What follows belongs to an exercise in optimizing a design on an open flow for small area and a short achievable clock period; a production flow would make more cautious choices. Where RTL was checked, it was by simulation tests only, not by an equivalence proof against the original. Power figures rest on the tool's default switching activity, not on a simulated workload.

## alu
module alu #(
    parameter INST_W = 4,
    parameter INT_W  = 6,
    parameter FRAC_W = 10,
    parameter DATA_W = INT_W + FRAC_W
)(
    input                      i_clk,
    input                      i_rst_n,
    input                      i_in_valid,
    output                     o_busy,
    input         [INST_W-1:0] i_inst,
    input  signed [DATA_W-1:0] i_data_a,
    input  signed [DATA_W-1:0] i_data_b,
    output                     o_out_valid,
    output        [DATA_W-1:0] o_data
);
Size in the first run: roughly 510 flip-flops, roughly 57 I/O pins.
clock: 8.5 ns
lec_check: 0
abc_clock_period_in_ps: 3500
cap_margin: 20
core_margin: 2
core_utilization: 50
setup_slack_margin: 5
slew_margin: 20
standard.sh (not shown) runs the stock make flow with config.mk's settings and CLKGATE_MAP_FILE= SYNTH_SCRIPT=/design/flow/synth_recipe.tcl, a recipe that flattens the netlist after the stock synthesis.
==> flow/flow/run.sh <==
#!/bin/bash
# Standard layout, with the port buffers made as buf_2 cells (the standard
# port buffering picks a slow delay cell).
set -euo pipefail
bash standard.sh BUFFER_PORTS_ARGS="-buffer_cell sky130_fd_sc_hd__buf_2" finish > flow_standard.log 2>&1
The first run ran to the end with no violations.
Change:
==> flow/run.sh (new file) <==
#!/bin/bash
# synth_recipe.tcl (not shown) runs the flow's synth.tcl, then flattens the netlist and writes it again
# the make line also repeats each setting of config.mk as NAME=value (left out here)
make -C /OpenROAD-flow-scripts/flow DESIGN_CONFIG=/design/flow/config.mk WORK_HOME=/design/flow/orfs CLKGATE_MAP_FILE= SYNTH_SCRIPT=/design/flow/synth_recipe.tcl finish
removed: flow/flow/run.sh
removed: flow/standard.sh
What happened: Power came out lower by 4.9%. Core utilization is about the same. Wire length came out higher by 0.59%. Synthesized cell count stays the same. Design area stays flat.
Function was not checked in any run of this note: the RTL went through the layout flow alone.

* * *

## run A
alu, a different RTL version from the one above (not shown whole).
Size in the first run: ~2900 cells after synthesis, roughly 530 flip-flops, ~57 I/O pins, about 28000 um2 of cells after synthesis.
==> flow/config.mk <==
export PLATFORM = sky130hd
export DESIGN_NAME = alu
export DESIGN_NICKNAME = alu
export VERILOG_FILES = /design/flow/design.v
export SDC_FILE = /design/flow/constraint.sdc
export NUM_CORES = 4
export LEC_CHECK = 0
export ABC_AREA = 1
export CAP_MARGIN = 20
export CORE_MARGIN = 2
export CORE_UTILIZATION = 50
export CTS_BUF_LIST = sky130_fd_sc_hd__clkbuf_8
export SETUP_SLACK_MARGIN = 5
export SLEW_MARGIN = 20
==> flow/constraint.sdc <==
create_clock -name core_clock -period 8.5 [get_ports {i_clk}]
set_input_delay 1.7000 -clock core_clock [delete_from_list [all_inputs] [get_ports {i_clk}]]
set_output_delay 1.7000 -clock core_clock [all_outputs]
set_load 0.01 [all_outputs]
run.sh (not shown) runs the stock make flow with config.mk's settings and CLKGATE_MAP_FILE= SYNTH_SCRIPT=/design/flow/synth_recipe.tcl, a recipe that flattens the netlist after the stock synthesis.
Stock flow here: none of the scripts above is used.
The flow did not stop early for run A: all stages ran, and the layout cleared the timing, DRC and antenna checks.
[inputs] run B vs run A
# run A
export LEC_CHECK = 0
export ABC_AREA = 1
export CAP_MARGIN = 20
export CORE_MARGIN = 2
export CORE_UTILIZATION = 50
export CTS_BUF_LIST = sky130_fd_sc_hd__clkbuf_8
export SETUP_SLACK_MARGIN = 5
export SLEW_MARGIN = 20
create_clock -name core_clock -period 8.5 [get_ports {i_clk}]
# run B
export LEC_CHECK = 0
export ABC_CLOCK_PERIOD_IN_PS = 3500
export CAP_MARGIN = 20
export CORE_MARGIN = 2
export CORE_UTILIZATION = 50
export CTS_BUF_LIST = sky130_fd_sc_hd__clkbuf_8
export SETUP_SLACK_MARGIN = 5
export SLEW_MARGIN = 20
create_clock -name core_clock -period 8.5 [get_ports {i_clk}]
==> flow/flow/run.sh (new file) <==
#!/bin/bash
# The standard layout (the standard.sh, all ORFS steps to finish), with one
# change: the port buffers are made as buf_2 cells instead of the slow delay
# buffer ORFS's port buffering picks by default. The tools' full output goes
# to flow_standard.log.
set -euo pipefail
bash standard.sh BUFFER_PORTS_ARGS="-buffer_cell sky130_fd_sc_hd__buf_2" finish > flow_standard.log 2>&1
==> flow/standard.sh (new file) <==
#!/bin/bash
# synth_recipe.tcl (not shown) runs the flow's synth.tcl, then flattens the netlist and writes it again
# the make line also repeats each setting of config.mk as NAME=value (left out here)
make -C /OpenROAD-flow-scripts/flow DESIGN_CONFIG=/design/flow/config.mk WORK_HOME=/design/flow/orfs CLKGATE_MAP_FILE= SYNTH_SCRIPT=/design/flow/synth_recipe.tcl "${@:-finish}"
removed: flow/run.sh
[summary]
From run A to run B the numbers moved as follows: via total after detailed routing shows a reduction of about 14%; worst path setup slack after routing went down 0.23 ns.
Compared with run A, final-layout clock buffer total in run B decreased by more than 10%.
Going from run A to run B, overall routed net length shrinks by 13%.
Run B -> run A: share of total power in the clock network flat
Compare run A and run B | detailed-placement wirelength estimate lower: run B
Fraction of layout cells with a size suffix above 1 up 3.3 points in run B wrt run A
#### Input delta (run C over run B)
# run B
export LEC_CHECK = 0
export ABC_CLOCK_PERIOD_IN_PS = 3500
export CAP_MARGIN = 20
export CORE_MARGIN = 2
export CORE_UTILIZATION = 50
export CTS_BUF_LIST = sky130_fd_sc_hd__clkbuf_8
export SETUP_SLACK_MARGIN = 5
export SLEW_MARGIN = 20
create_clock -name core_clock -period 8.5 [get_ports {i_clk}]
# run C
export LEC_CHECK = 0
export ABC_AREA = 1
export CAP_MARGIN = 20
export CORE_MARGIN = 2
export CORE_UTILIZATION = 50
export CTS_BUF_LIST = sky130_fd_sc_hd__clkbuf_8
export SETUP_SLACK_MARGIN = 5
export SLEW_MARGIN = 20
create_clock -name core_clock -period 8.5 [get_ports {i_clk}]
Notes after the runs:
No stage failed in run C, and the final checks on the layout all came back clean. Between run C and run B, it is run C whose via count is higher, by 3066. Basic-gate share of the synthesized area counting and, or, nand and nor cells (run C over run B): increase, 6.5 points. Cmp run B and run C / total power draw / lower: run B.
Relative to run C, the following input files were edited for run D:
# run C
export LEC_CHECK = 0
export ABC_AREA = 1
export CAP_MARGIN = 20
export CORE_MARGIN = 2
export CORE_UTILIZATION = 50
export CTS_BUF_LIST = sky130_fd_sc_hd__clkbuf_8
export SETUP_SLACK_MARGIN = 5
export SLEW_MARGIN = 20
create_clock -name core_clock -period 8.5 [get_ports {i_clk}]
# run D
export LEC_CHECK = 0
export ABC_AREA = 1
export CAP_MARGIN = 20
export CORE_MARGIN = 2
export CORE_UTILIZATION = 50
export CTS_BUF_LIST = sky130_fd_sc_hd__clkbuf_8
export SETUP_SLACK_MARGIN = 4.8
export SLEW_MARGIN = 20
export TNS_END_PERCENT = 20
create_clock -name core_clock -period 8.5 [get_ports {i_clk}]
Going from run C to run D, final cell count decreased by 1.1% relative to the old numbers; clock skew has increased; power shows an increase of 1.4%.
Cmp run C and run D / setup slack / higher: run C

* * *

alu again, from the RTL that the note above started with.
// alu
module alu #(
    parameter INST_W = 4,
    parameter INT_W  = 6,
    parameter FRAC_W = 10,
    parameter DATA_W = INT_W + FRAC_W
)(
    input                      i_clk,
    input                      i_rst_n,
    input                      i_in_valid,
    output                     o_busy,
    input         [INST_W-1:0] i_inst,
    input  signed [DATA_W-1:0] i_data_a,
    input  signed [DATA_W-1:0] i_data_b,
    output                     o_out_valid,
    output        [DATA_W-1:0] o_data
);
export LEC_CHECK = 0
export ABC_CLOCK_PERIOD_IN_PS = 3500
export CAP_MARGIN = 20
export CORE_MARGIN = 2
export CORE_UTILIZATION = 50
export CTS_BUF_LIST = sky130_fd_sc_hd__clkbuf_8
export SETUP_SLACK_MARGIN = 4.8
export SLEW_MARGIN = 20
export TNS_END_PERCENT = 20
create_clock -name core_clock -period 8.5 [get_ports {i_clk}]
standard.sh (not shown) runs the stock make flow with config.mk's settings and CLKGATE_MAP_FILE= SYNTH_SCRIPT=/design/flow/synth_recipe.tcl, a recipe that flattens the netlist after the stock synthesis.
==> flow/flow/run.sh <==
#!/bin/bash
# The standard layout (the standard.sh, all ORFS steps to finish), with one
# change: the port buffers are made as buf_2 cells instead of the slow delay
# buffer ORFS's port buffering picks by default. The tools' full output goes
# to flow_standard.log.
set -euo pipefail
bash standard.sh BUFFER_PORTS_ARGS="-buffer_cell sky130_fd_sc_hd__buf_2" finish > flow_standard.log 2>&1
Rerun with:
ABC_AREA = 1   (was not set)
ABC_CLOCK_PERIOD_IN_PS = not set   (was 3500)
CORE_UTILIZATION = 55   (was 50)
SETUP_SLACK_MARGIN = 5   (was 4.8)
TNS_END_PERCENT = not set   (was 20)
The changed run passed the timing, DRC and antenna checks.
Cell area came out higher by 5.7%.
Register-to-register slack improved by 350 ps.
Non-clock buffer count is higher by 33.
Power is higher by 15%.
Clock power increases by about 6%.
First-iteration DRC count goes up by 30%.
Area after synthesis climbs by 3.8%.
Final cell count went up by 19%.
Rerun with:
==> flow/run.sh (new file) <==
#!/bin/bash
# synth_recipe.tcl (not shown) runs the flow's synth.tcl, then flattens the netlist and writes it again
# the make line also repeats each setting of config.mk as NAME=value (left out here)
make -C /OpenROAD-flow-scripts/flow DESIGN_CONFIG=/design/flow/config.mk WORK_HOME=/design/flow/orfs CLKGATE_MAP_FILE= SYNTH_SCRIPT=/design/flow/synth_recipe.tcl finish
ABC_AREA = not set   (was 1)
ABC_CLOCK_PERIOD_IN_PS = 3500   (was not set)
CORE_UTILIZATION = 50   (was 55)
removed: flow/flow/run.sh
removed: flow/standard.sh
Worst setup slack degrades by 200 ps; clock power grows by a few percent; fmax fell by a few percent; final cell count came out lower by roughly a tenth; synthesized area went down by a few percent; non-clock buffer count rose by 58; routed wire length shrinks by a few percent; first-iteration DRC count went down by roughly a tenth; power goes down slightly.
Rerun with:
SETUP_SLACK_MARGIN = 4.8   (was 5)
First-iteration DRC count shrinks by 12%.
Total power shrinks by 9.1%.
Sequential power barely changes.
Worst setup slack loses 97 ps.
Final area shrinks by 2.6%.
Via count shrinks by 1.2%.
Hold slack stays flat.
Global-route usage barely changes.
Die area stays the same.
Sequential share of layout area grows by 1.1 points.
Wire length shrinks by 1.3%.

## afterwards: timing with drivers on the ports
The results above use ideal ports. As a check the final layouts listed here were re-extracted and re-timed, cells and wires unchanged. Step 1: set_driving_cell puts a clkbuf_16 on i_clk and a buf_2 on each other input, an assumption about the parent block. Step 2 times the ports against the registers' clock, not the clock port: input delays grow and output delays shrink by t, the midpoint of the rising clock arrivals with the driver on. a / b / c = ideal ports / drivers / drivers and shift; a / b = the first two.
run | t, ns | slack for setup (ns) | latest minus earliest clock arrival (ns) | worst register clock-pin slew, ns | pins driven straight from the clock port
the first run of note 1 | 0.677 | 4.420 / 4.436 / 3.759 | 0.042 / 0.042 | 0.07 / 0.07 | 1
the second run of note 1 | 0.665 | 4.341 / 4.354 / 3.689 | 0.046 / 0.046 | 0.07 / 0.07 | 1
run A | 0.742 | 4.905 / 4.915 / 4.173 | 0.048 / 0.048 | 0.07 / 0.07 | 1
run B | 0.734 | 4.672 / 4.672 / 4.270 | 0.043 / 0.042 | 0.07 / 0.07 | 1
run C | 0.738 | 4.971 / 4.903 / 4.165 | 0.044 / 0.045 | 0.07 / 0.07 | 1
run D | 0.762 | 4.550 / 4.587 / 3.824 | 0.055 / 0.055 | 0.08 / 0.08 | 1
the first run of note 3 | 0.732 | 4.665 / 4.592 / 3.860 | 0.048 / 0.049 | 0.07 / 0.07 | 1
the second run of note 3 | 0.767 | 4.973 / 4.928 / 4.161 | 0.062 / 0.062 | 0.08 / 0.08 | 1
the third run of note 3 | 0.750 | 4.776 / 4.776 / 4.231 | 0.044 / 0.044 | 0.07 / 0.07 | 1
the fourth run of note 3 | 0.716 | 4.679 / 4.679 / 4.104 | 0.039 / 0.039 | 0.07 / 0.07 | 1
After both steps every run listed still meets setup and hold. For the second run of note 3, which loses most, drivers alone change the setup slack by -0.045 ns; drivers and shift together by -0.812 ns.
